This is an optimization exercise on Yosys and OpenROAD, whose aim is small area, a short achievable clock period and few clock cycles per item, not a production implementation.
RTL that was checked went through simulation tests only; none was proved equivalent to the original.
The RTL of runs 1 to 3 and 6 was laid out without a check of its function.

--- flow/config.mk ---
export PLATFORM = sky130hd
export DESIGN_NAME = comp_mult_top
export DESIGN_NICKNAME = comp_mult_top
export VERILOG_FILES = /design/flow/design.v
export SDC_FILE = /design/flow/constraint.sdc
export NUM_CORES = 4
export LEC_CHECK = 0
export ABC_AREA = 1
export CAP_MARGIN = 20
export CORE_MARGIN = 2
export CORE_UTILIZATION = 50
export SLEW_MARGIN = 20
--- flow/constraint.sdc ---
create_clock -name core_clock -period 10.0 [get_ports {clk}]
set_input_delay 2.0000 -clock core_clock [delete_from_list [all_inputs] [get_ports {clk}]]
set_output_delay 2.0000 -clock core_clock [all_outputs]
set_load 0.01 [all_outputs]
--- flow/design.v ---
module comp_mult_top #(
parameter NO_MULT   = 4     ,  
parameter APB_BADDR = 0     ,  
parameter SYS_AW    = 16    ,  
parameter REG_DW    = 16       
)(
input                    clk         ,
input                    rst_n       ,
input      [ SYS_AW-1:0] apb_paddr   ,
input                    apb_psel    ,
input                    apb_penable ,
input                    apb_pwrite  ,
input      [REG_DW -1:0] apb_pwdata  ,
output                   apb_pready  ,
output reg [REG_DW -1:0] apb_prdata  ,
output reg               apb_pslverr ,
output reg               mem_ce      ,
output reg               mem_we      ,
output reg [SYS_AW -1:0] mem_addr    ,
output reg [     8 -1:0] mem_wr_data ,
input      [     8 -1:0] mem_rd_data
);
assign apb_pready = 1'b1;
wire        setup  = apb_psel & ~apb_penable;
wire [15:0] offs   = apb_paddr - APB_BADDR;
reg         wq, rq;                       
reg  [ 2:0] aq;                           
reg         okq;                          
always @(posedge clk or negedge rst_n)
if (~rst_n)                  begin wq <= 1'b0; rq <= 1'b0; end
else                         begin wq <= setup & apb_pwrite; rq <= setup & ~apb_pwrite; end
always @(posedge clk)        begin aq <= offs[2:0]; okq <= (offs[15:3] == 13'd0); end
wire a0 = okq & (aq == 3'd0);
wire a1 = okq & (aq == 3'd1);
wire a2 = okq & (aq == 3'd2);
wire a3 = okq & (aq == 3'd3);
wire a4 = okq & (aq == 3'd4);
wire a5 = okq & (aq == 3'd5);
wire a6 = okq & (aq == 3'd6);
wire wr_op1 = wq & a0;
wire wr_op2 = wq & a1;
wire wr_res = wq & a2;
wire wr_nop = wq & a3;
wire wr_cfg = wq & a4;
wire wr_sts = wq & a5;
wire rd_sts = rq & a5;
wire rd_st6 = rq & a6;
wire valid  = (wq & okq & (aq != 3'd6) & (aq != 3'd7)) | rd_sts | rd_st6;
reg  [15:0] pp1, pp2;
reg         sw;                           
reg  [15:0] no_op;
reg         cfg0, cfg1;                   
reg  [15:0] sts_stop;
reg  [ 4:0] jc;                           
reg         rv;                           
reg         cv;                           
reg         wv2;                          
reg  [15:0] cnt;                          
wire busy = rv | cv | wv2;
wire ph0 = ~jc[4] & ~jc[0];
wire ph1 =  jc[0] & ~jc[1];
wire ph2 =  jc[1] & ~jc[2];
wire ph3 =  jc[2] & ~jc[3];
wire ph4 =  jc[3] & ~jc[4];
wire ph5 =  jc[4] &  jc[0];
wire ph6 = ~jc[0] &  jc[1];
wire ph7 = ~jc[1] &  jc[2];
wire ph8 = ~jc[2] &  jc[3];
wire ph9 = ~jc[3] &  jc[4];
wire start_req = cfg0 & ~cfg1 & (no_op != 16'd0);
wire start_go  = start_req & ~busy;
wire finish    = busy & ph1 & ~rv & ~cv;
always @(posedge clk or negedge rst_n)
if (~rst_n)        apb_pslverr <= 1'b0;
else               apb_pslverr <= (wq | rq) & ~valid;
wire [15:0] addr_nx = mem_addr + {15'd0, mem_ce};    
wire t_a  = start_go | (rv & (ph1 | ph4 | ph6 | ph7));
wire t_b  = rv & ph3;
wire sel1 = sw ? t_b : t_a;
wire sel2 = sw ? t_a : t_b;
wire wr_p1 = sw ? wr_op2 : wr_op1;
wire wr_p2 = sw ? wr_op1 : wr_op2;
always @(posedge clk or negedge rst_n)
if (~rst_n)                  pp1 <= 16'd0;
else if (wr_p1)              pp1 <= apb_pwdata;
else if (sel1)               pp1 <= addr_nx;
always @(posedge clk or negedge rst_n)
if (~rst_n)                  pp2 <= 16'd0;
else if (wr_p2)              pp2 <= apb_pwdata;
else if (sel2)               pp2 <= addr_nx;
always @(posedge clk or negedge rst_n)
if (~rst_n)                  sw <= 1'b0;
else if (rv & ph9)           sw <= ~sw;                       
always @(posedge clk or negedge rst_n)
if (~rst_n)                  no_op <= 16'd0;
else if (wr_nop)             no_op <= apb_pwdata;
always @(posedge clk or negedge rst_n)
if (~rst_n)                  begin cfg0 <= 1'b0; cfg1 <= 1'b0; end
else if (start_req)          begin cfg0 <= 1'b0; cfg1 <= 1'b0; end
else if (wr_cfg)             begin cfg0 <= apb_pwdata[0]; cfg1 <= apb_pwdata[1]; end
always @(posedge clk or negedge rst_n)
if (~rst_n)                  sts_stop <= 16'd0;
else if (wr_sts)             sts_stop <= apb_pwdata;
else if (finish)             sts_stop <= 16'd1;
always @(posedge clk)
apb_prdata <= ({16{rd_sts}} & sts_stop) | {15'd0, rd_st6 & busy};
always @(posedge clk or negedge rst_n)
if (~rst_n)                  jc <= 5'b00000;
else if (start_go)           jc <= 5'b00011;                  
else                         jc <= {jc[3:0], ~jc[4]};
always @(posedge clk or negedge rst_n)
if (~rst_n)                  begin rv <= 1'b0; cv <= 1'b0; wv2 <= 1'b0; end
else if (start_go)           begin rv <= 1'b1; cv <= 1'b0; wv2 <= 1'b0; end
else if (finish)             wv2 <= 1'b0;
else if (ph9) begin
                             rv  <= rv & (cnt != no_op);
                             cv  <= rv;
                             wv2 <= cv;
end
always @(posedge clk)
if (start_go)                cnt <= 16'd1;
else if (ph9)                cnt <= cnt + 16'd1;
wire nx_rd = ph1 | ph2 | ph3 | ph6;                           
wire nx_wc = ph4 | ph5 | ph7 | ph8;                           
always @(posedge clk or negedge rst_n)
if (~rst_n)                  begin mem_ce <= 1'b0; mem_we <= 1'b0; end
else if (start_go)           begin mem_ce <= 1'b1; mem_we <= 1'b0; end
else begin
    mem_ce <= (nx_rd & rv) | (nx_wc & cv) | (ph9 & cv) | (ph0 & wv2);
    mem_we <= ~nx_rd;
end
always @(posedge clk or negedge rst_n)
if (~rst_n)                  mem_addr <= 16'd0;
else if (wr_res)             mem_addr <= apb_pwdata;
else if (sel1)               mem_addr <= pp1;
else if (sel2)               mem_addr <= pp2;
else                         mem_addr <= addr_nx;
reg  [7:0] x1, y1;            
reg  [7:0] qa, qb;            
reg        nx, ox, tx;        
reg        ny, oy, ty;        
reg  [8:0] ra, rb;            
wire step  = cv & (ph0 | ph1 | ph2 | ph3);    
function [10:0] row;          
    input [7:0] m;
    input       one, two, neg;
    row = (two ? {{2{m[7]}}, m, 1'b0} : (one ? {{3{m[7]}}, m} : 11'd0)) ^ {11{neg}};
endfunction
wire [10:0] ra1 = row(x1, ox, tx,  nx);
wire [10:0] ra2 = row(y1, oy, ty, ~ny);
wire [10:0] rb1 = row(x1, oy, ty, ny);
wire [10:0] rb2 = row(y1, ox, tx, nx);
wire        first = ph0;      
wire [10:0] ae  = first ? 11'd0 : {{2{ra[8]}}, ra};
wire [10:0] be  = first ? 11'd0 : {{2{rb[8]}}, rb};
wire [10:0] sa1 = ae ^ ra1 ^ ra2;
wire [10:0] ca1 = {((ae & ra1) | (ae & ra2) | (ra1 & ra2)), nx};
wire [10:0] sb1 = be ^ rb1 ^ rb2;
wire [10:0] cb1 = {((be & rb1) | (be & rb2) | (rb1 & rb2)), ny};
wire [10:0] suma = sa1 + ca1 + {10'd0, ~ny};
wire [10:0] sumb = sb1 + cb1 + {10'd0, nx};
always @(posedge clk) begin
    if (ph3 & rv)            x1 <= mem_rd_data;
    if (ph4 & rv)            y1 <= mem_rd_data;
    if (ph5 & rv)            qa <= mem_rd_data;
    else if (step)           qa <= {suma[1:0], qa[7:2]};
    else                     qa <= {qa[1:0], qa[7:2]};
    if (ph8 & rv)            qb <= mem_rd_data;
    else if (step)           qb <= {sumb[1:0], qb[7:2]};
    if (step) begin
                             nx  <=  qa[3]; ox  <=   qa[2] ^ qa[1];  tx  <=   (qa[3] & ~qa[2] & ~qa[1]) | (~qa[3] & qa[2] & qa[1]);
                             ny  <=  qb[3]; oy  <=   qb[2] ^ qb[1];  ty  <=   (qb[3] & ~qb[2] & ~qb[1]) | (~qb[3] & qb[2] & qb[1]);
    end else begin
                             nx  <=  qa[3]; ox  <=  qa[2]; tx  <=   qa[3] & ~qa[2];    
                             ny  <=  qb[1]; oy  <=  qb[0]; ty  <=   qb[1] & ~qb[0];
    end
    if (step)                begin ra <= suma[10:2]; rb <= sumb[10:2]; end
end
wire [7:0] xr_hi = ra[7:0];
wire [7:0] yr_hi = rb[7:0];
always @(posedge clk)
if (ph4)                     mem_wr_data <= qa;                                    
else if (ph5)                mem_wr_data <= xr_hi;                                 
else if (ph7)                mem_wr_data <= {6'd0, xr_hi[7], xr_hi[7]};            
else if (ph8)                mem_wr_data <= qb;                                    
else if (ph9)                mem_wr_data <= yr_hi;                                 
else                         mem_wr_data <= {6'd0, mem_wr_data[7], mem_wr_data[7]};  
endmodule  
--- flow/flow/run.sh ---
#!/bin/bash
set -euo pipefail
export BUFFER_PORTS_ARGS="-buffer_cell sky130_fd_sc_hd__buf_2"
export SETUP_SLACK_MARGIN=6.85
bash standard.sh > standard_flow.log 2>&1
--- flow/standard.sh ---
#!/bin/bash
# synth_recipe.tcl (not shown) runs the flow's synth.tcl, then flattens the netlist and writes it again
# the make line also repeats each setting of config.mk as NAME=value (left out here)
make -C /OpenROAD-flow-scripts/flow DESIGN_CONFIG=/design/flow/config.mk WORK_HOME=/design/flow/orfs CLKGATE_MAP_FILE= SYNTH_SCRIPT=/design/flow/synth_recipe.tcl "${@:-finish}"
==> results of run 1 <==
-- routing by layer --
metal	vias to the layer above	wire length, µm
li1	4339	-
met1	4060	11900
met2	222	13700
met3	34	1150
met4	0	486
met5	-	0
-- kinds of logic (layout without fill, tap and decap cells) --
kind of cell / Yosys count / count (layout)
AO/OA/AOI/OAI: 221 / 221
buffers and inverters: 251 / 350
flip-flops: 196 / 196
XOR/XNOR: 78 / 78
other: 1 / 1
adder cells (fa/ha/maj): 43 / 43
AND/OR/NAND/NOR: 493 / 493
-- final cells by class --
cell class	instances	area, µm²	share of cell area [%]
inverters	213	823	6.73
flip-flops and latches	196	4830	39.5
repair buffers	105	581	4.75
clock buffers	20	468	3.83
well taps	275	344	2.81
multi-input cells	836	5070	41.5
clock inverters	12	109	0.890
-- worst paths after layout --
kind                       depth (start not counted)                       to                  start  slack, ps
setup / recovery                                   1              mem_addr[3]  mem_addr[3]$_DFF_PN0_       6930
hold / removal                                     0               nx$_DFF_P_          qa[3]$_DFF_P_        440
setup reg to reg                                  15          rb[8]$_DFFE_PP_             tx$_DFF_P_       7010
hold reg to reg                                    0               nx$_DFF_P_          qa[3]$_DFF_P_        440
max in group asynchronous                          2       pp2[8]$_DFFE_PN0P_                  rst_n       7330
min in group asynchronous                          1  sts_stop[0]$_DFFE_PN0P_                  rst_n       1530
-- registers in the layout, indices dropped and copies added, names as in the netlist, 9 cells and up --
register / count
cnt: 16
pp1: 16
mem_addr: 16
rb: 9
apb_prdata: 16
ra: 9
sts_stop: 16
no_op: 16
pp2: 16
-- synth_stat cells (all sizes together), types with 4 or more instances --
master  count  share of area (%)
clkbuf     21               0.73
nand4      14               0.81
nor2      106                3.9
a31oi      11               0.64
dfxtp      58                 11
xnor2      22                1.8
ha         21                2.4
dfrtp      96                 22
inv       212                7.4
xor2       56                4.5
edfxtp     42                 12
or2         4               0.23
nand2     268                9.6
a22o        5               0.40
o21ai      78                3.7
fa         22                4.1
nor3       15               0.79
nand3      78                4.1
a21oi      40                2.0
nor3b       4               0.28
o211ai     31                3.1
o22ai      43                2.5
buf        17                1.2
-- what timing repair did --
item / 4_1_cts / 5_1_grt
setup endpoints to repair: 16 / 7
resized for setup: 18 / 12
pin swaps: 3 / 4
buffers inserted: 6 / 8
==> impl_metrics.yaml, run 1 <==
outcome:
  status: "timing/DRC/antenna clean"
die:
  num_rows: 53
  start_util_pct: 51.1
  die_h_um: 151
  io_pins: 89
  coreArea_um2: 21200
  dieWidth_um: 151
  die-area_um2: 22800
global_routing:
  grt_use_met2_pct: 43.2
  grt_pass1_wl_um: 43000
  antenna_found_initial: 0
  grt_overflow: 0
  grt_use_met1_pct: 31.6
  grt_max_degree: 59
  grt_usage_pct: 24.7
  grt_pass1_vias: 8179
  grtUsageMet3_pct: 3.98
  top_usage_layer: "met2"
final_layout:
  design_area_um2: 12200
  final_cells: 1657
  area_growth_syn_to_layout_pct: 13.0
  fill_cells: 1969
  fin_util_pct: 57.8
  drive_gt1_share_pct: 15.8
  final_nets: 1457
  final_cell_mix: "nand2_1, inv_1, nor2_1, dfrtp_1, buf_2"
  diodes: 0
  final_common_cell: "nand2_1"
yosys:
  synth_warnings: 1
  ys_ff_latch: 196
  synth_mux_area_share_pct: 0
  synthAdderAreaFrac_pct: 6.50
  synth_compound_area_share_pct: 13.3
  yosysSeqAreaShare_pct: 44.6
  synthesis.area_um2: 10800
  yosys_most_used_dff: "dfrtp_1"
  synth-edff-count: 42
  synth_top_family_by_area: "simple AND/OR/NAND/NOR gates"
  syn_avg_cell_area_um2: 8.43
  yosys.area_share.simple_pct: 19.9
  synth-xor-area-share_pct: 6.31
  ys_types: 52
  synth_nets: 1371
  async_reset_ff_share_pct: 49.0
  syn-instance-count: 1283
worst_setup_path:
  worstSetupPathType: "reg -> out"
  critical_path.top_delay_family: "flip-flops"
  crit_required_ps: 8000
  path_max_fanout: 4
  cp_cell_sequence: "buf_2"
  cp-end-kind: "primary output"
  crit_buf_inv: 1
  crit_path_start_kind: "register"
  critPathMaxStageDelay_ps: 460
  worstPathArrival_ps: 1070
  crit_path_top_delay_cell: "dfrtp_1"
detailed_routing:
  ant_nets: 0
  drc_errors: 0
  via_per_inst: 5.22
  post_drt_wl_per_cell_um: 16.4
  dr_total_vias: 8655
  drt-initial-drc-count: 500
  dr.pass1.iters: 7
  finalWirelength_um: 27200
cts:
  cts_buffers: 17
  cts_tree: "built"
  clk_pin_slew_ps: 70
  ctsHtreeMaxLevel: 4
  cts_num_sinks: 196
  clockBufferDepth: 2
  clk_latency_ps: 440
  cts-root-buf: "clkbuf_16"
  hold_buffers: 0
timing:
  finalSetupTns_ps: 0
  max_slew_margin_pct: 32.9
  finalCriticalPeriod_ps: 3070
  hold_viol_final: 0
  setup_violations: 0
  report.final.slew_viol_count: 0
  finClkSkew_ps: 16.4
  hold_slack_ps: 442
  tightest_slew_ps: 1010
  setup_ws_ps: 6930
  max_freq_mhz: 326
  grt_setup_unrepaired: "yes"
  fin_crit_sh_pct: 30.7
placement:
  post-place-ws_ps: 6120
  postPlaceCellArea_um2: 11400
  place_congestion: 0.888
  numPortBuffers: 87
  place_hpwl_um: 19900
  dp.cells: 1610
worst_hold_path:
  hold_class: "reg -> reg"
flow_run:
  drv_cap: 0
==> inputs of run 2 (changes only) <==
--- a/flow/design.v
+++ b/flow/design.v
@@ -69,5 +69,7 @@
 wire ph9 = ~jc[3] &  jc[4];
-wire start_req = cfg0 & ~cfg1 & (no_op != 16'd0);
-wire start_go  = start_req & ~busy;
-wire finish    = busy & ph1 & ~rv & ~cv;
+wire nz_op     = (no_op != 16'd0);
+wire start_req = cfg0 & ~cfg1 & nz_op;                                    
+wire start_wr  = wr_cfg & apb_pwdata[0] & ~apb_pwdata[1] & nz_op;       
+wire start_go  = (start_req | start_wr) & ~busy;
+wire finish    = busy & ph0 & ~rv & ~cv;
 always @(posedge clk or negedge rst_n)
@@ -98,3 +100,3 @@
 if (~rst_n)                  begin cfg0 <= 1'b0; cfg1 <= 1'b0; end
-else if (start_req)          begin cfg0 <= 1'b0; cfg1 <= 1'b0; end
+else if (start_req | start_wr) begin cfg0 <= 1'b0; cfg1 <= 1'b0; end
 else if (wr_cfg)             begin cfg0 <= apb_pwdata[0]; cfg1 <= apb_pwdata[1]; end
==> run 2 against run 1 <==
Net effect: non-clock buffer count rose by 7; sequential cell count did not move; still clean on timing, DRC and antenna; highest routed layer unchanged; area after synthesis rose by 1.3%; final cell count rose by 4.3%; register-to-register slack got worse by 130 ps; first-iteration DRC count rose by 51%; synthesized cell count rose by 4.6%; utilization rose by 0.31 points; routed wire length rose by 5.9%; count of clock-buffer cells in the layout rose by 1.
==> impl_metrics.yaml, run 2 <==
outcome:
  status: "timing/DRC/antenna clean"
yosys:
  async_reset_ff_share_pct: 49.0
  synth-edff-count: 42
  synthMostInstantiatedCell: "nand2_1"
  synth_common_cells: "nand2_1, inv_1, nor2_1, dfrtp_1, nand3_1"
  ys_ff_latch: 196
  yosys_most_used_dff: "dfrtp_1"
  synth_warnings: 1
  yosysTopAreaCell: "dfrtp_1"
  ys_types: 51
  synthesis.area_um2: 11000
  syn-instance-count: 1342
  syn_avg_cell_area_um2: 8.17
  synth_top_area_share_pct: 21.9
  synth_nets: 1430
  synth.area.top_cells: "dfrtp_1, edfxtp_1, dfxtp_1"
  yosysSeqAreaShare_pct: 44.0
timing:
  fin_crit_sh_pct: 31.2
  max_slew_margin_pct: 27.8
  finClkSkew_ps: 11.5
  setup_violations: 0
  report.final.slew_viol_count: 0
  max_freq_mhz: 321
  grt_setup_unrepaired: "yes"
  finalCriticalPeriod_ps: 3120
  tightest_slew_ps: 1080
  hold_viol_final: 0
  finalSetupTns_ps: 0
worst_hold_path:
  worstHoldStart: "qa[3]$_DFF_P_"
  hold_end: "nx$_DFF_P_"
  worstHoldPathCells: 0
  hold_class: "reg -> reg"
die:
  die_h_um: 152
  coreArea_um2: 21700
  die-area_um2: 23100
  io_pins: 89
  dieWidth_um: 152
  start_util_pct: 50.5
  num_rows: 54
worst_setup_path:
  rrSetupSlack_ps: 6880
  worstPathArrival_ps: 3310
  cp-end-kind: "register"
  worstSetupPathType: "reg -> reg"
  r2r-end: "rb[8]$_DFFE_PP_"
  path_max_fanout: 11
  rr_worst_depth: 16
  crit_required_ps: 10190
  crit_path_start_kind: "register"
  r2r_start: "ty$_DFF_P_"
global_routing:
  grt_pass1_wl_um: 45500
  grt_max_degree: 72
  grt_pass1_vias: 8439
  grt_overflow: 0
  antenna_found_initial: 0
  grt_usage_pct: 24.8
cts:
  clockBufferDepth: 2
  cts_num_sinks: 196
  clk_pin_slew_ps: 70
  cts_tree: "built"
  hold_buffers: 0
  cts-root-buf: "clkbuf_16"
  cts_buffers: 17
  ctsHtreeMaxLevel: 4
  clk_latency_ps: 440
detailed_routing:
  post_drt_wl_per_cell_um: 16.7
  dr_total_vias: 9036
  drc_errors: 0
  finalWirelength_um: 28800
  drt-initial-drc-count: 757
  dr.pass1.iters: 6
  via_per_inst: 5.23
  ant_nets: 0
final_layout:
  multi_input_area_um2: 5290
  drive_gt1_share_pct: 17.0
  area_growth_syn_to_layout_pct: 15.0
  final_nets: 1524
  ff_latch_area_um2: 4840
  fill_cells: 1945
  final_cell_mix: "nand2_1, inv_1, nor2_1, dfrtp_1, buf_2"
  diodes: 0
  final_common_cell: "nand2_1"
placement:
  place_congestion: 0.939
  numPortBuffers: 87
  place_hpwl_um: 21100
flow_run:
  drv_cap: 0
==> run 2: routing by layer <==
metal  track usage [%]  routed length, µm
met1              34.6              12800
met2              40.4              13900
met3              3.68               1520
met4              7.61                560
met5                 0                  0
==> run 2: cell type report <==
class                   instances  share of cell area [%]
multi-input cells             884                    42.0
flip-flops and latches        196                    38.4
inverters                     225                    6.90
repair buffers                112                    5.05
clock buffers                  21                    3.83
well taps                     280                    2.78
clock inverters                11                    1.08
==> run 2: worst max path at each step <==
stage	slack, ps	from	end
after global placement	6110	apb_pwdata[1]	pp2[11]$_DFFE_PN0P_
final	6880	ty$_DFF_P_	rb[8]$_DFFE_PP_
after global routing	6720	ty$_DFF_P_	rb[8]$_DFFE_PP_
after floorplan	6820	ty$_DFF_P_	ra[8]$_DFFE_PP_
after CTS	6850	apb_pwdata[1]	pp1[13]$_DFFE_PN0P_
after detailed placement	6040	apb_pwdata[1]	pp2[7]$_DFFE_PN0P_
==> run 2: cells by family after synthesis <==
logic type      after synthesis  share of synthesized area, %
flops                       196                          44.0
fa+ha+maj                    43                          6.41
buf+inv                     267                          9.85
simple gates                537                          21.8
xor+xnor                     76                          6.07
compound gates              222                          11.9
other cells                   1                        0.0342
==> run 2: worst max-delay path: stages, from the launching register on <==
cell and delay (ps):
dfxtp_2 340, clkinvlp_4 120, nand2_8 90, nor2_1 150
xor2_1 200, inv_1 80, fa_1 500, fa_2 390
inv_2 100, fa_2 200, nand3_1 80, nand2_2 120
a31oi_4 110, o21ai_2 190, nand2_1 70, nand3_1 60
o21ai_0 70
==> run 2: stage by stage <==
stage / cells / worst slack [ps] / util (%) / hold slack (ps) / cell area (µm²)
floorplan: 1342 / 6820 / - / 376 / 11000
global placement: 1671 / 6110 / 53.3 / 424 / 11600
detailed placement: 1671 / 6040 / 53.3 / 421 / 11600
CTS: 1709 / 6850 / 56.7 / 434 / 12300
global route: 1729 / 6720 / 58.1 / 447 / 12600
finish: 1729 / 6880 / 58.1 / 422 / 12600
==> run 2: what timing repair did <==
| item | in CTS | in global routing |
|---|---|---|
| cloned | 1 | 4 |
| resized for setup | 25 | 33 |
| pin swaps | 2 | 12 |
| endpoints found under the setup margin | 66 | 56 |
| setup buffers | 5 | 16 |
==> inputs of run 3 (changes only) <==
==> flow/flow/run.sh (replaced) <==
#!/bin/bash
set -euo pipefail
export BUFFER_PORTS_ARGS="-buffer_cell sky130_fd_sc_hd__buf_2"
export SETUP_SLACK_MARGIN=6.7
bash standard.sh > standard_flow.log 2>&1
==> run 3 against run 2 <==
Net effect: still clean on timing, DRC and antenna; clock skew grew 2.8 ps; via count grew 0.28%; area after synthesis is the same; maximum frequency shrank 1.4%; critical endpoint is now mem_addr[14]$_DFF_PN0_.
==> impl_metrics.yaml, run 3 <==
outcome:
  status: "timing/DRC/antenna clean"
yosys:
  synth_warnings: 1
  synth_nets: 1430
  syn-instance-count: 1342
  ys_ff_latch: 196
  synth.area.top_cells: "dfrtp_1, edfxtp_1, dfxtp_1"
  ys_types: 51
  yosys_most_used_dff: "dfrtp_1"
  synth_common_cells: "nand2_1, inv_1, nor2_1, dfrtp_1, nand3_1"
  yosysSeqAreaShare_pct: 44.0
  async_reset_ff_share_pct: 49.0
  synth_top_area_share_pct: 21.9
  yosysTopAreaCell: "dfrtp_1"
  syn_avg_cell_area_um2: 8.17
  synthesis.area_um2: 11000
  synth-edff-count: 42
  synthMostInstantiatedCell: "nand2_1"
timing:
  hold_slack_ps: 423
  tightest_slew_ps: 1030
  max_slew_margin_pct: 31.1
  finClkSkew_ps: 14.3
  setup_violations: 0
  finalCriticalPeriod_ps: 3160
  finalSetupTns_ps: 0
  setup_ws_ps: 6840
  fin_crit_sh_pct: 31.6
  report.final.slew_viol_count: 0
  max_freq_mhz: 316
  hold_viol_final: 0
  grt_setup_unrepaired: "yes"
placement:
  place_congestion: 0.882
  place_hpwl_um: 21500
  dp.cells: 1671
  postPlaceCellArea_um2: 11600
  post-place-ws_ps: 6020
  numPortBuffers: 87
final_layout:
  drive_gt1_share_pct: 15.0
  final_cell_mix: "nand2_1, inv_1, nor2_1, dfrtp_1, buf_2"
  final_nets: 1510
  final_common_cell: "nand2_1"
  design_area_um2: 12300
  area_growth_syn_to_layout_pct: 12.5
  final_cells: 1715
  diodes: 0
worst_setup_path:
  crit_path_start_kind: "input pin"
  worstPathArrival_ps: 3510
  worstSetupPathType: "in -> reg"
  r2r_start: "ty$_DFF_P_"
  cp-end-kind: "register"
  crit_path_start: "apb_pwdata[1]"
  crit_required_ps: 10350
  path_max_fanout: 16
global_routing:
  grt_usage_pct: 24.9
  antenna_found_initial: 0
  grt_pass1_wl_um: 45600
  grt_pass1_vias: 8457
  grt_max_degree: 56
  grt_overflow: 0
cts:
  cts_buffers: 17
  clk_pin_slew_ps: 70
  ctsHtreeMaxLevel: 4
  clockBufferDepth: 2
  cts-root-buf: "clkbuf_16"
  cts_tree: "built"
  clk_latency_ps: 450
  cts_num_sinks: 196
detailed_routing:
  dr.pass1.iters: 5
  post_drt_wl_per_cell_um: 16.9
  dr_total_vias: 9061
  ant_nets: 0
  finalWirelength_um: 28900
  via_per_inst: 5.28
  drt-initial-drc-count: 745
  drc_errors: 0
die:
  num_rows: 54
  io_pins: 89
  die-area_um2: 23100
  start_util_pct: 50.5
  dieWidth_um: 152
  die_h_um: 152
  coreArea_um2: 21700
worst_hold_path:
  worstHoldStart: "qa[3]$_DFF_P_"
  hold_class: "reg -> reg"
flow_run:
  drv_cap: 0
-- run 3: cell count changes in the layout (fill, tap and decap cells not counted), sizes merged --
cell / previous run / this run
clkbuf: 21 / 19
bufinv: 3 / 1
clkinv: 7 / 9
nand2: 289 / 286
buf: 112 / 101
inv: 224 / 226
-- run 3: layer usage --
| layer | global-route usage (%) | wire length (µm) | vias to the layer above |
|---|---|---|---|
| met2 | 40.9 | 13600 | 323 |
| met3 | 3.28 | 1680 | 58 |
| met4 | 8.81 | 941 | 0 |
| met1 | 34.0 | 12700 | 4193 |
| li1 | - | - | 4487 |
| met5 | 0 | 0 | - |
-- run 3: timing repair --
| action | CTS | global route |
|---|---|---|
| buffers inserted | 4 | 6 |
| gates resized for setup | 14 | 22 |
| pin swaps | 1 | 2 |
| hold buffers | 0 | 0 |
| setup endpoints to repair | 45 | 54 |
| cloned | 0 | 2 |
-- run 3: final timing paths --
check	to	slack, ps	depth (start not counted)
worst max-delay path	mem_addr[14]$_DFF_PN0_	6840	11
worst min register to register	nx$_DFF_P_	420	0
worst min-delay path	nx$_DFF_P_	420	0
min in group asynchronous	sts_stop[2]$_DFFE_PN0P_	1610	1
max in group asynchronous	pp1[12]$_DFFE_PN0P_	7330	2
worst max register to register	rb[5]$_DFFE_PP_	6880	13
-- run 3: logic make-up after synthesis --
kind of cell               after synthesis  synth area share, %
adders and majority gates               43                 6.41
DFF                                    196                 44.0
buffers and inverters                  267                 9.85
xor gates and xnor gates                76                 6.07
and+or+nand+nor                        537                 21.8
other                                    1               0.0342
AOI/OAI and AO/OA                      222                 11.9
-- run 3: through the flow --
step                util [%]
floorplan                  -
global placement        53.3
detailed placement      53.3
CTS                     56.2
global route            56.9
finish                  56.9
-- run 3: final cells by class --
cell class / instances / area, µm²
clock buffers: 19 / 433
clock inverters: 13 / 123
fillers: 2045 / 9360
inverters: 225 / 870
multi-input cells: 881 / 5180
flip-flops and latches: 196 / 4830
well taps: 280 / 350
repair buffers: 101 / 543
-- run 3: critical path, cell delays in order --
cell,delay (ps)
buf_2,130
inv_1,90
nand4_1,110
nand2_2,180
nand3_4,200
nand3_4,180
buf_4,210
nand3_1,90
nand2_1,70
inv_1,60
a21oi_1,180
==> inputs of run 4 (changes only) <==
--- a/flow/design.v
+++ b/flow/design.v
@@ -69,7 +69,6 @@
 wire ph9 = ~jc[3] &  jc[4];
-wire nz_op     = (no_op != 16'd0);
-wire start_req = cfg0 & ~cfg1 & nz_op;                                    
-wire start_wr  = wr_cfg & apb_pwdata[0] & ~apb_pwdata[1] & nz_op;       
-wire start_go  = (start_req | start_wr) & ~busy;
-wire finish    = busy & ph0 & ~rv & ~cv;
+wire start_req = cfg0 & ~cfg1 & (no_op != 16'd0);
+wire start_go  = start_req & ~busy;
+wire last      = cv & ~rv;
+wire finish    = last & ph9;
 always @(posedge clk or negedge rst_n)
@@ -100,3 +99,3 @@
 if (~rst_n)                  begin cfg0 <= 1'b0; cfg1 <= 1'b0; end
-else if (start_req | start_wr) begin cfg0 <= 1'b0; cfg1 <= 1'b0; end
+else if (start_req)          begin cfg0 <= 1'b0; cfg1 <= 1'b0; end
 else if (wr_cfg)             begin cfg0 <= apb_pwdata[0]; cfg1 <= apb_pwdata[1]; end
@@ -115,3 +114,3 @@
 else if (start_go)           begin rv <= 1'b1; cv <= 1'b0; wv2 <= 1'b0; end
-else if (finish)             wv2 <= 1'b0;
+else if (finish)             begin rv <= 1'b0; cv <= 1'b0; wv2 <= 1'b0; end
 else if (ph9) begin
@@ -130,4 +129,4 @@
 else begin
-    mem_ce <= (nx_rd & rv) | (nx_wc & cv) | (ph9 & cv) | (ph0 & wv2);
-    mem_we <= ~nx_rd;
+    mem_ce <= (nx_rd & rv) | (nx_wc & cv) | (ph9 & cv) | (ph0 & wv2) | (ph6 & last);
+    mem_we <= ~nx_rd | (ph6 & last);
 end
@@ -185,5 +184,5 @@
 else if (ph5)                mem_wr_data <= xr_hi;                                 
-else if (ph7)                mem_wr_data <= {6'd0, xr_hi[7], xr_hi[7]};            
-else if (ph8)                mem_wr_data <= qb;                                    
-else if (ph9)                mem_wr_data <= yr_hi;                                 
+else if (last ? ph6 : ph7)   mem_wr_data <= {6'd0, xr_hi[7], xr_hi[7]};            
+else if (last ? ph7 : ph8)   mem_wr_data <= qb;                                    
+else if (last ? ph8 : ph9)   mem_wr_data <= yr_hi;                                 
 else                         mem_wr_data <= {6'd0, mem_wr_data[7], mem_wr_data[7]};  
==> run 4 against run 3 <==
Net effect: non-clock buffer count fell by 7; highest routed layer unchanged; sequential share of layout area rose by 0.26 points; area after synthesis barely moved; first-iteration DRC count fell by 30%; final area fell by 0.68%; die area barely moved; register-to-register slack barely moved; via count fell by 2.0%; hold slack improved by 28 ps; critical path type is now reg -> reg; synthesized cell count fell by 2.1%; still clean.
==> impl_metrics.yaml, run 4 <==
yosys:
  yosys_most_used_dff: "dfrtp_1"
  synth_mux_area_share_pct: 0
  synth_common_cells: "nand2_1, inv_1, nor2_1, dfrtp_1, nand3_1"
  synthMostInstantiatedCell: "nand2_1"
  synth-edff-count: 42
  syn_avg_cell_area_um2: 8.34
  synth_nets: 1402
  synthAdderAreaFrac_pct: 6.41
  ys_ff_latch: 196
  async_reset_ff_share_pct: 49.0
  syn-instance-count: 1314
  yosysSeqAreaShare_pct: 44.0
  yosys.area_share.simple_pct: 20.8
  synth.area.top_cells: "dfrtp_1, edfxtp_1, dfxtp_1"
  synth_top_area_share_pct: 21.9
  synthesis.area_um2: 11000
  synth_top_family_by_area: "simple AND/OR/NAND/NOR gates"
  synth_compound_area_share_pct: 13.0
  synth_warnings: 1
  yosysTopAreaCell: "dfrtp_1"
  synth-xor-area-share_pct: 5.99
  ys_types: 52
die:
  dieWidth_um: 152
  num_rows: 54
  start_util_pct: 50.6
  die_h_um: 152
  coreArea_um2: 21700
  die-area_um2: 23100
  io_pins: 89
final_layout:
  area_growth_syn_to_layout_pct: 11.7
  final_cell_mix: "nand2_1, inv_1, nor2_1, dfrtp_1, nand3_1"
  ff_latch_area_um2: 4830
  fin_util_pct: 56.5
  multi_input_area_um2: 5120
  diodes: 0
  final_nets: 1474
  drive_gt1_share_pct: 14.6
  fill_cells: 2044
  final_common_cell: "nand2_1"
worst_setup_path:
  rrSetupSlack_ps: 6890
  path_max_fanout: 20
  cp-end-kind: "register"
  worstPathArrival_ps: 3310
  crit_path_start_kind: "register"
  worstSetupPathType: "reg -> reg"
  endpoint: "ra[8]$_DFFE_PP_"
  crit_path_start: "jc[4]$_DFF_PN0_"
  r2r_start: "jc[4]$_DFF_PN0_"
  rr_worst_depth: 17
  r2r-end: "ra[8]$_DFFE_PP_"
  crit_required_ps: 10200
timing:
  finalCriticalPeriod_ps: 3110
  hold_slack_ps: 452
  grt_setup_unrepaired: "no"
  fin_crit_sh_pct: 31.1
  hold_viol_final: 0
  setup_ws_ps: 6890
  max_freq_mhz: 321
  report.final.slew_viol_count: 0
  setup_violations: 0
  max_slew_margin_pct: 30.4
  finClkSkew_ps: 15.1
  finalSetupTns_ps: 0
  tightest_slew_ps: 1040
global_routing:
  grt_use_met2_pct: 45.7
  grt_pass1_vias: 8629
  grt_pass1_wl_um: 45600
  grt_use_met1_pct: 31.2
  grt_overflow: 0
  grt_usage_pct: 25.0
  grtUsageMet3_pct: 3.11
  top_usage_layer: "met2"
  antenna_found_initial: 0
  grt_max_degree: 55
cts:
  cts-root-buf: "clkbuf_16"
  clk_latency_ps: 440
  cts_num_sinks: 196
  cts_tree: "built"
  clockBufferDepth: 2
  cts_buffers: 17
  clk_pin_slew_ps: 80
  ctsHtreeMaxLevel: 4
placement:
  place_hpwl_um: 21300
  place_congestion: 0.893
  post-place-ws_ps: 6030
  numPortBuffers: 87
detailed_routing:
  via_per_inst: 5.29
  drc_errors: 0
  dr_total_vias: 8883
  finalWirelength_um: 28800
  drt-initial-drc-count: 521
  ant_nets: 0
  dr.pass1.iters: 7
  post_drt_wl_per_cell_um: 17.2
flow_run:
  drv_cap: 0
outcome:
  status: "timing/DRC/antenna clean"
worst_hold_path:
  hold_class: "reg -> reg"
run 4: layer usage:
layer | vias up | routed length [µm]
met5 | - | 0
met4 | 0 | 360
met1 | 4235 | 12500
met2 | 215 | 14900
met3 | 29 | 1070
li1 | 4404 | -
run 4: kinds of logic (layout without fill, tap and decap cells):
logic type	Yosys count	in the layout
simple gates	502	502
other cells	1	1
compound gates	230	230
fa+ha+maj	43	43
buf+inv	267	352
flops	196	196
xor+xnor	75	75
run 4: worst max-delay path: stages, from the launching register on:
cell and delay, ps:
dfrtp_1 380, inv_2 100, nand2_1 90, buf_6 200, nand2_1 110, fa_1 470
inv_1 80, fa_2 220, inv_1 70, fa_2 370, o21ai_2 160, nand2_1 70
nand2_1 80, a21oi_1 100, o21ai_1 220, nand2_1 80, nand2_1 60, nand2_1 40
run 4: layout make-up:
class                      count  area share [%]
timing repair buffer          94            4.03
inverter                     226            7.01
tap                          280            2.86
sequential                   196            39.4
multi-input combinational    851            41.8
clock inverter                14            1.13
clock buffer                  18            3.68
run 4: timing repair:
item / 4_1_cts / 5_1_grt
endpoints found under the setup margin: 23 / 6
resized for setup: 10 / 18
hold buffers: 0 / 0
buffers inserted: 2 / 0
pin swaps: 0 / 2
run 4: worst min-delay path by stage:
stage,start,endpoint,slack [ps],depth (start not counted)
4_1_cts,qa[3]$_DFF_P_,nx$_DFF_P_,460,0
5_1_grt,qa[3]$_DFF_P_,nx$_DFF_P_,470,0
3_5_place_dp,qa[3]$_DFF_P_,nx$_DFF_P_,440,0
6_report,qa[3]$_DFF_P_,nx$_DFF_P_,450,0
3_3_place_gp,qa[3]$_DFF_P_,nx$_DFF_P_,440,0
2_1_floorplan,qa[3]$_DFF_P_,nx$_DFF_P_,380,0
run 4: stage by stage:
step | instance area, µm² | cells
2_1_floorplan | 11000 | 1314
5_1_grt | 12200 | 1679
3_3_place_gp | 11600 | 1645
3_5_place_dp | 11600 | 1645
4_1_cts | 12200 | 1679
6_report | 12200 | 1679
Testbench counts of run 4, summed over its fixed seeds: cycles 13,994, items 1,337.
==> inputs of run 5 (changes only) <==
==> flow/flow/run.sh (replaced) <==
#!/bin/bash
set -euo pipefail
export BUFFER_PORTS_ARGS="-buffer_cell sky130_fd_sc_hd__buf_2"
export SETUP_SLACK_MARGIN=6.85
bash standard.sh > standard_flow.log 2>&1
==> run 5 against run 4 <==
Net effect: area after synthesis did not move; final area rose by 0.44%; sequential share of layout area fell by 0.18 points; still clean.
==> impl_metrics.yaml, run 5 <==
yosys:
  synth.area.top_cells: "dfrtp_1, edfxtp_1, dfxtp_1"
  synth_common_cells: "nand2_1, inv_1, nor2_1, dfrtp_1, nand3_1"
  syn_avg_cell_area_um2: 8.34
  synthMostInstantiatedCell: "nand2_1"
  synth_nets: 1402
  async_reset_ff_share_pct: 49.0
  yosys_most_used_dff: "dfrtp_1"
  ys_types: 52
  synth-edff-count: 42
  yosysSeqAreaShare_pct: 44.0
  synthesis.area_um2: 11000
  ys_ff_latch: 196
  syn-instance-count: 1314
  yosysTopAreaCell: "dfrtp_1"
  synth_top_area_share_pct: 21.9
  synth_warnings: 1
flow_run:
  drv_cap: 0
timing:
  grt_setup_unrepaired: "yes"
  finClkSkew_ps: 15.3
  max_freq_mhz: 327
  report.final.slew_viol_count: 0
  max_slew_margin_pct: 33.7
  setup_ws_ps: 6950
  hold_viol_final: 0
  fin_crit_sh_pct: 30.5
  finalCriticalPeriod_ps: 3050
  tightest_slew_ps: 991
  setup_violations: 0
  hold_slack_ps: 430
  finalSetupTns_ps: 0
placement:
  postPlaceCellArea_um2: 11600
  numPortBuffers: 87
  dp.cells: 1644
  place_hpwl_um: 21100
  post-place-ws_ps: 6200
  place_congestion: 0.886
worst_setup_path:
  critical_path.top_delay_family: "flip-flops"
  rrSetupSlack_ps: 7000
  crit_buf_inv: 1
  crit_path_top_delay_cell: "dfrtp_1"
  worstSetupPathType: "reg -> out"
  r2r_start: "tx$_DFF_P_"
  cp-end-kind: "primary output"
  cp_cell_sequence: "buf_2"
  crit_required_ps: 8000
  crit_path_start_kind: "register"
  worstPathArrival_ps: 1050
  critPathMaxStageDelay_ps: 440
  r2r-end: "ra[6]$_DFFE_PP_"
  rr_worst_depth: 14
  path_max_fanout: 5
final_layout:
  final_cells: 1686
  fill_cells: 2080
  design_area_um2: 12300
  final_nets: 1481
  final_cell_mix: "nand2_1, inv_1, nor2_1, dfrtp_1, nand3_1"
  diodes: 0
  drive_gt1_share_pct: 14.9
  fin_util_pct: 56.7
  area_growth_syn_to_layout_pct: 12.2
  final_common_cell: "nand2_1"
cts:
  cts_tree: "built"
  clk_pin_slew_ps: 80
  cts_num_sinks: 196
  clockBufferDepth: 2
  ctsHtreeMaxLevel: 4
  hold_buffers: 0
  clk_latency_ps: 440
  cts_buffers: 17
  cts-root-buf: "clkbuf_16"
outcome:
  status: "timing/DRC/antenna clean"
detailed_routing:
  via_per_inst: 5.24
  finalWirelength_um: 28300
  ant_nets: 0
  dr.pass1.iters: 5
  dr_total_vias: 8842
  drt-initial-drc-count: 467
  post_drt_wl_per_cell_um: 16.8
  drc_errors: 0
worst_hold_path:
  worstHoldStart: "qa[3]$_DFF_P_"
  hold_class: "reg -> reg"
  hold_end: "nx$_DFF_P_"
  worstHoldPathCells: 0
global_routing:
  antenna_found_initial: 0
  grt_overflow: 0
  grt_usage_pct: 24.8
  grt_pass1_vias: 8594
  grt_pass1_wl_um: 45400
  grt_max_degree: 71
die:
  start_util_pct: 50.6
  num_rows: 54
  dieWidth_um: 152
  die_h_um: 152
  die-area_um2: 23100
  coreArea_um2: 21700
  io_pins: 89
## run 5: cell counts after synthesis
Identical to the previous run, type by type.
## run 5: what timing repair did
| item | in CTS | in global routing |
|---|---|---|
| setup buffers | 3 | 7 |
| pin swaps | 2 | 4 |
| gates cloned | 0 | 0 |
| endpoints found under the hold margin | 0 | 0 |
| gates resized for setup | 20 | 9 |
| endpoints found under the setup margin | 27 | 17 |
## run 5: final cells by class
cell class | instances | area, µm² | area share [%]
clock buffer | 21 | 460 | 3.74
clock inverter | 11 | 125 | 1.02
inverter | 226 | 858 | 6.98
multi-input combinational | 851 | 5130 | 41.7
sequential | 196 | 4830 | 39.3
tap | 280 | 350 | 2.85
timing repair buffer | 101 | 543 | 4.41
## run 5: kinds of logic (layout without fill, tap and decap cells)
| group | after synthesis | after routing | share of synthesized area [%] |
|---|---|---|---|
| flip-flops | 196 | 196 | 44.0 |
| XOR/XNOR | 75 | 75 | 5.99 |
| AO/OA/AOI/OAI | 230 | 230 | 13.0 |
| other | 1 | 1 | 0.0342 |
| adder cells (fa/ha/maj) | 43 | 43 | 6.41 |
| buffers and inverters | 267 | 359 | 9.79 |
| AND/OR/NAND/NOR | 502 | 502 | 20.8 |
## run 5: how the worst max path moves through the flow
stage,from,end,slack [ps],cells past startpoint
2_1_floorplan,ty$_DFF_P_,ra[8]$_DFFE_PP_,6880,18
3_3_place_gp,tx$_DFF_P_,ra[8]$_DFFE_PP_,6280,18
3_5_place_dp,tx$_DFF_P_,ra[8]$_DFFE_PP_,6200,18
4_1_cts,tx$_DFF_P_,ra[8]$_DFFE_PP_,6810,18
5_1_grt,tx$_DFF_P_,ra[8]$_DFFE_PP_,6800,18
6_report,mem_addr[13]$_DFF_PN0_,mem_addr[13],6950,1
## run 5: layer usage
layer  vias up  part of all wire [%]  GRT usage [%]
met2       212                    52           44.6
met1      4158                    43           30.8
li1       4419                     -              -
met4         0                   2.5           8.19
met5         -                     0              0
met3        53                   3.1           3.51
==> inputs of run 6 (changes only) <==
--- a/flow/design.v
+++ b/flow/design.v
@@ -71,4 +71,3 @@
 wire start_go  = start_req & ~busy;
-wire last      = cv & ~rv;
-wire finish    = last & ph9;
+wire finish    = busy & ph1 & ~rv & ~cv;
 always @(posedge clk or negedge rst_n)
@@ -114,3 +113,3 @@
 else if (start_go)           begin rv <= 1'b1; cv <= 1'b0; wv2 <= 1'b0; end
-else if (finish)             begin rv <= 1'b0; cv <= 1'b0; wv2 <= 1'b0; end
+else if (finish)             wv2 <= 1'b0;
 else if (ph9) begin
@@ -129,4 +128,4 @@
 else begin
-    mem_ce <= (nx_rd & rv) | (nx_wc & cv) | (ph9 & cv) | (ph0 & wv2) | (ph6 & last);
-    mem_we <= ~nx_rd | (ph6 & last);
+    mem_ce <= (nx_rd & rv) | (nx_wc & cv) | (ph9 & cv) | (ph0 & wv2);
+    mem_we <= ~nx_rd;
 end
@@ -151,7 +150,6 @@
 wire [10:0] ra2 = row(y1, oy, ty, ~ny);
-wire [10:0] rb1 = row(x1, oy, ty, ny);
-wire [10:0] rb2 = row(y1, ox, tx, nx);
-wire        first = ph0;      
-wire [10:0] ae  = first ? 11'd0 : {{2{ra[8]}}, ra};
-wire [10:0] be  = first ? 11'd0 : {{2{rb[8]}}, rb};
+wire [10:0] rb1 = row(x1, oy, ty,  ny);
+wire [10:0] rb2 = row(y1, ox, tx,  nx);
+wire [10:0] ae  = {{2{ra[8]}}, ra};
+wire [10:0] be  = {{2{rb[8]}}, rb};
 wire [10:0] sa1 = ae ^ ra1 ^ ra2;
@@ -167,13 +165,16 @@
     else if (step)           qa <= {suma[1:0], qa[7:2]};
-    else                     qa <= {qa[1:0], qa[7:2]};
     if (ph8 & rv)            qb <= mem_rd_data;
     else if (step)           qb <= {sumb[1:0], qb[7:2]};
-    if (step) begin
-                             nx  <=  qa[3]; ox  <=   qa[2] ^ qa[1];  tx  <=   (qa[3] & ~qa[2] & ~qa[1]) | (~qa[3] & qa[2] & qa[1]);
-                             ny  <=  qb[3]; oy  <=   qb[2] ^ qb[1];  ty  <=   (qb[3] & ~qb[2] & ~qb[1]) | (~qb[3] & qb[2] & qb[1]);
-    end else begin
-                             nx  <=  qa[3]; ox  <=  qa[2]; tx  <=   qa[3] & ~qa[2];    
-                             ny  <=  qb[1]; oy  <=  qb[0]; ty  <=   qb[1] & ~qb[0];
+    if (ph5 & rv) begin
+                             nx <= mem_rd_data[1]; ox <= mem_rd_data[0]; tx <= mem_rd_data[1] & ~mem_rd_data[0];
+    end else if (step) begin
+                             nx <= qa[3]; ox <= qa[2] ^ qa[1]; tx <= (qa[3] & ~qa[2] & ~qa[1]) | (~qa[3] & qa[2] & qa[1]);
+    end
+    if (ph8 & rv) begin
+                             ny <= mem_rd_data[1]; oy <= mem_rd_data[0]; ty <= mem_rd_data[1] & ~mem_rd_data[0];
+    end else if (step) begin
+                             ny <= qb[3]; oy <= qb[2] ^ qb[1]; ty <= (qb[3] & ~qb[2] & ~qb[1]) | (~qb[3] & qb[2] & qb[1]);
     end
     if (step)                begin ra <= suma[10:2]; rb <= sumb[10:2]; end
+    else if (ph9)            begin ra <= 9'd0; rb <= 9'd0; end    
 end
@@ -184,5 +185,5 @@
 else if (ph5)                mem_wr_data <= xr_hi;                                 
-else if (last ? ph6 : ph7)   mem_wr_data <= {6'd0, xr_hi[7], xr_hi[7]};            
-else if (last ? ph7 : ph8)   mem_wr_data <= qb;                                    
-else if (last ? ph8 : ph9)   mem_wr_data <= yr_hi;                                 
+else if (ph7)                mem_wr_data <= {6'd0, xr_hi[7], xr_hi[7]};            
+else if (ph8)                mem_wr_data <= qb;                                    
+else if (ph9)                mem_wr_data <= yr_hi;                                 
 else                         mem_wr_data <= {6'd0, mem_wr_data[7], mem_wr_data[7]};  
==> flow/flow/run.sh (replaced) <==
#!/bin/bash
# Standard layout, with the port buffers made of sky130_fd_sc_hd__buf_2 and a larger setup repair margin.
set -euo pipefail
export BUFFER_PORTS_ARGS="-buffer_cell sky130_fd_sc_hd__buf_2"
export SETUP_SLACK_MARGIN=7.2
bash standard.sh > standard_flow.log 2>&1
--- a/flow/config.mk
+++ b/flow/config.mk
@@ -10,3 +10,4 @@
 export CORE_MARGIN = 2
-export CORE_UTILIZATION = 50
+export CORE_UTILIZATION = 60
+export CTS_BUF_LIST = sky130_fd_sc_hd__clkbuf_8
 export SLEW_MARGIN = 20
==> run 6 against run 5 <==
Net effect: maximum frequency fell by 4.7%; worst setup slack lost 150 ps; utilization up 16 points; non-clock buffer count up 46; synthesized cell count rose by 1.1%; via count up 7.9%; final area is 5.7% higher; die area shrank 17%; critical endpoint is now ra[6]$_SDFFCE_PN0P_; highest routed layer unchanged.
==> impl_metrics.yaml, run 6 <==
cts:
  cts_buffers: 17
  cts_num_sinks: 194
  clockBufferDepth: 2
  clk_pin_slew_ps: 110
  cts_tree: "built"
  clk_latency_ps: 500
  cts-root-buf: "clkbuf_8"
  hold_buffers: 0
  ctsHtreeMaxLevel: 4
yosys:
  yosys_most_used_dff: "dfrtp_1"
  synthesis.area_um2: 10900
  syn-instance-count: 1329
  synth.area.top_cells: "dfrtp_1, edfxtp_1, nand2_1"
  synth-edff-count: 54
  ys_ff_latch: 194
  async_reset_ff_share_pct: 49.5
  synth_nets: 1417
  ys_types: 51
  synthMostInstantiatedCell: "nand2_1"
  synth_common_cells: "nand2_1, inv_1, nor2_1, dfrtp_1"
  syn_avg_cell_area_um2: 8.21
  synth_warnings: 1
  synth_top_area_share_pct: 22.0
  yosysTopAreaCell: "dfrtp_1"
  yosysSeqAreaShare_pct: 44.9
timing:
  setup_violations: 0
  finClkSkew_ps: 18.2
  max_slew_margin_pct: 31.2
  grt_setup_unrepaired: "yes"
  finalSetupTns_ps: 0
  hold_viol_final: 0
  setup_ws_ps: 6790
  tightest_slew_ps: 1030
  fin_crit_sh_pct: 32.1
  report.final.slew_viol_count: 0
  finalCriticalPeriod_ps: 3210
  max_freq_mhz: 312
final_layout:
  diodes: 0
  fill_cells: 1391
  drive_gt1_share_pct: 21.4
  multi_input_area_um2: 5500
  design_area_um2: 13000
  final_cell_mix: "nand2_1, inv_1, nor2_1, dfrtp_1, nand3_1"
  final_nets: 1543
  area_growth_syn_to_layout_pct: 19.1
  fin_util_pct: 72.6
  ff_latch_area_um2: 4920
  final_common_cell: "nand2_1"
worst_setup_path:
  worstPathArrival_ps: 3460
  endpoint: "ra[6]$_SDFFCE_PN0P_"
  r2r_start: "ty$_DFFE_PP_"
  crit_path_start: "ty$_DFFE_PP_"
  path_max_fanout: 5
  r2r-end: "ra[6]$_SDFFCE_PN0P_"
  worstSetupPathType: "reg -> reg"
  crit_required_ps: 10250
  rr_worst_depth: 14
  rrSetupSlack_ps: 6790
  crit_path_start_kind: "register"
  cp-end-kind: "register"
die:
  coreArea_um2: 17900
  start_util_pct: 61.0
  num_rows: 49
  die-area_um2: 19300
  die_h_um: 139
  dieWidth_um: 139
  io_pins: 89
outcome:
  status: "timing/DRC/antenna clean"
detailed_routing:
  wl_met1_um: 11800
  dr_total_vias: 9542
  ant_nets: 0
  post_drt_wl_per_cell_um: 18.1
  drc_errors: 0
  finalWirelength_um: 30800
  drt-initial-drc-count: 822
  wl_met2_um: 15400
  top_layer: "met4"
  dr_wl_met3_um: 1900
  via_per_inst: 5.62
  dr.pass1.iters: 6
worst_hold_path:
  hold_class: "reg -> reg"
placement:
  place_hpwl_um: 21800
  post-place-ws_ps: 6350
  postPlaceCellArea_um2: 11600
  numPortBuffers: 87
  place_congestion: 0.953
global_routing:
  grt_pass1_wl_um: 47900
  antenna_found_initial: 0
  grt_overflow: 0
  grt_max_degree: 55
  grt_usage_pct: 31.7
  grt_pass1_vias: 8970
flow_run:
  drv_cap: 0
==> run 6: changes by cell type after synthesis, moves of 7 or more <==
| cell | change |
|---|---|
| o21ai_0 | +14 |
| edfxtp_1 | +12 |
| xnor2_1 | -11 |
| a21oi_1 | +21 |
| nor2_1 | +7 |
| o21ai_2 | -7 |
| dfxtp_1 | -14 |
==> run 6: repair_timing <==
item,in CTS,in global routing
hold endpoints to repair,0,0
setup endpoints to repair,91,148
buffers inserted,42,13
pin swaps,29,28
cloned,2,0
gates resized for setup,67,56
==> run 6: how the worst min path moves through the flow <==
stage	from	cells past startpoint	slack (ps)	to
final	sts_stop[14]$_DFFE_PN0P_	2	510	apb_prdata[14]$_DFF_P_
after global placement	sts_stop[14]$_DFFE_PN0P_	2	470	apb_prdata[14]$_DFF_P_
after global routing	sts_stop[13]$_DFFE_PN0P_	2	530	apb_prdata[13]$_DFF_P_
after detailed placement	sts_stop[14]$_DFFE_PN0P_	2	480	apb_prdata[14]$_DFF_P_
after floorplan	qa[0]$_DFFE_PP_	2	450	mem_wr_data[0]$_DFF_P_
after CTS	sts_stop[14]$_DFFE_PN0P_	2	500	apb_prdata[14]$_DFF_P_
==> run 6: cells by family after synthesis <==
family          after synthesis  synth area share, %
flops                       194                 44.9
compound gates              246                 13.3
buf+inv                     265                 9.52
fa+ha+maj                    43                 6.44
other cells                   1               0.0344
simple gates                522                 21.1
xor+xnor                     58                 4.65
==> run 6: final cells by class <==
cell class	count	share of cell area (%)
multi-input cells	871	42.3
flip-flops and latches	194	37.8
repair buffers	147	8.00
inverters	224	6.54
well taps	229	2.20
clock buffers	17	1.80
clock inverters	15	1.32
==> run 6: routing by layer <==
layer,vias to the layer above,global-route usage [%]
met4,0,14.5
met3,100,5.59
met5,-,0
met2,392,54.0
li1,4571,-
met1,4479,39.6
==> run 6: critical path, cell delays in order, from the launching register on <==
cell and delay [ps]:
edfxtp_1 450, inv_4 80, buf_6 130, buf_12 120, buf_16 120, o22ai_2 180, xor2_1 230, fa_1 490
ha_4 290, a21oi_2 200, nand2_4 90, a31oi_4 240, o21ai_2 110, o21ai_1 150, a21oi_1 70
==> run 6: through the flow <==
stage,hold slack (ps),cells
2_1_floorplan,449,1329
3_3_place_gp,473,1608
3_5_place_dp,477,1608
4_1_cts,504,1684
5_1_grt,529,1697
6_report,506,1697

[what the ideal ports hide]
No port has a modelled driver above. Below, the same layouts with a new extraction and two added sets of constraints. Step 1: set_driving_cell puts a clkbuf_16 on clk and a buf_2 on each other input, an assumption about the parent block. Step 2 times the ports against the registers' clock, not the clock port: input delays grow and output delays shrink by t, the midpoint of the rising clock arrivals with the driver on. Slacks: ideal / step 1 / step 2; pairs: ideal / step 1.
run	t (ns)	setup WS [ns]	hold slack, ns
run 1	0.472	6.935 / 6.890 / 6.875	0.442 / 0.442 / 0.442
run 2	0.479	6.880 / 6.861 / 6.484	0.422 / 0.422 / 0.422
run 3	0.483	6.837 / 6.830 / 6.367	0.423 / 0.423 / 0.423
run 4	0.480	6.888 / 6.888 / 6.844	0.452 / 0.452 / 0.452
run 5	0.483	6.945 / 6.899 / 6.835	0.430 / 0.430 / 0.430
run 6	0.531	6.794 / 6.794 / 6.794	0.506 / 0.506 / 0.506
After both steps every run listed still meets setup and hold. For run 3, which loses most, drivers alone change the setup slack by -0.007 ns; drivers and shift together by -0.470 ns. Setup slack includes reset recovery checks.
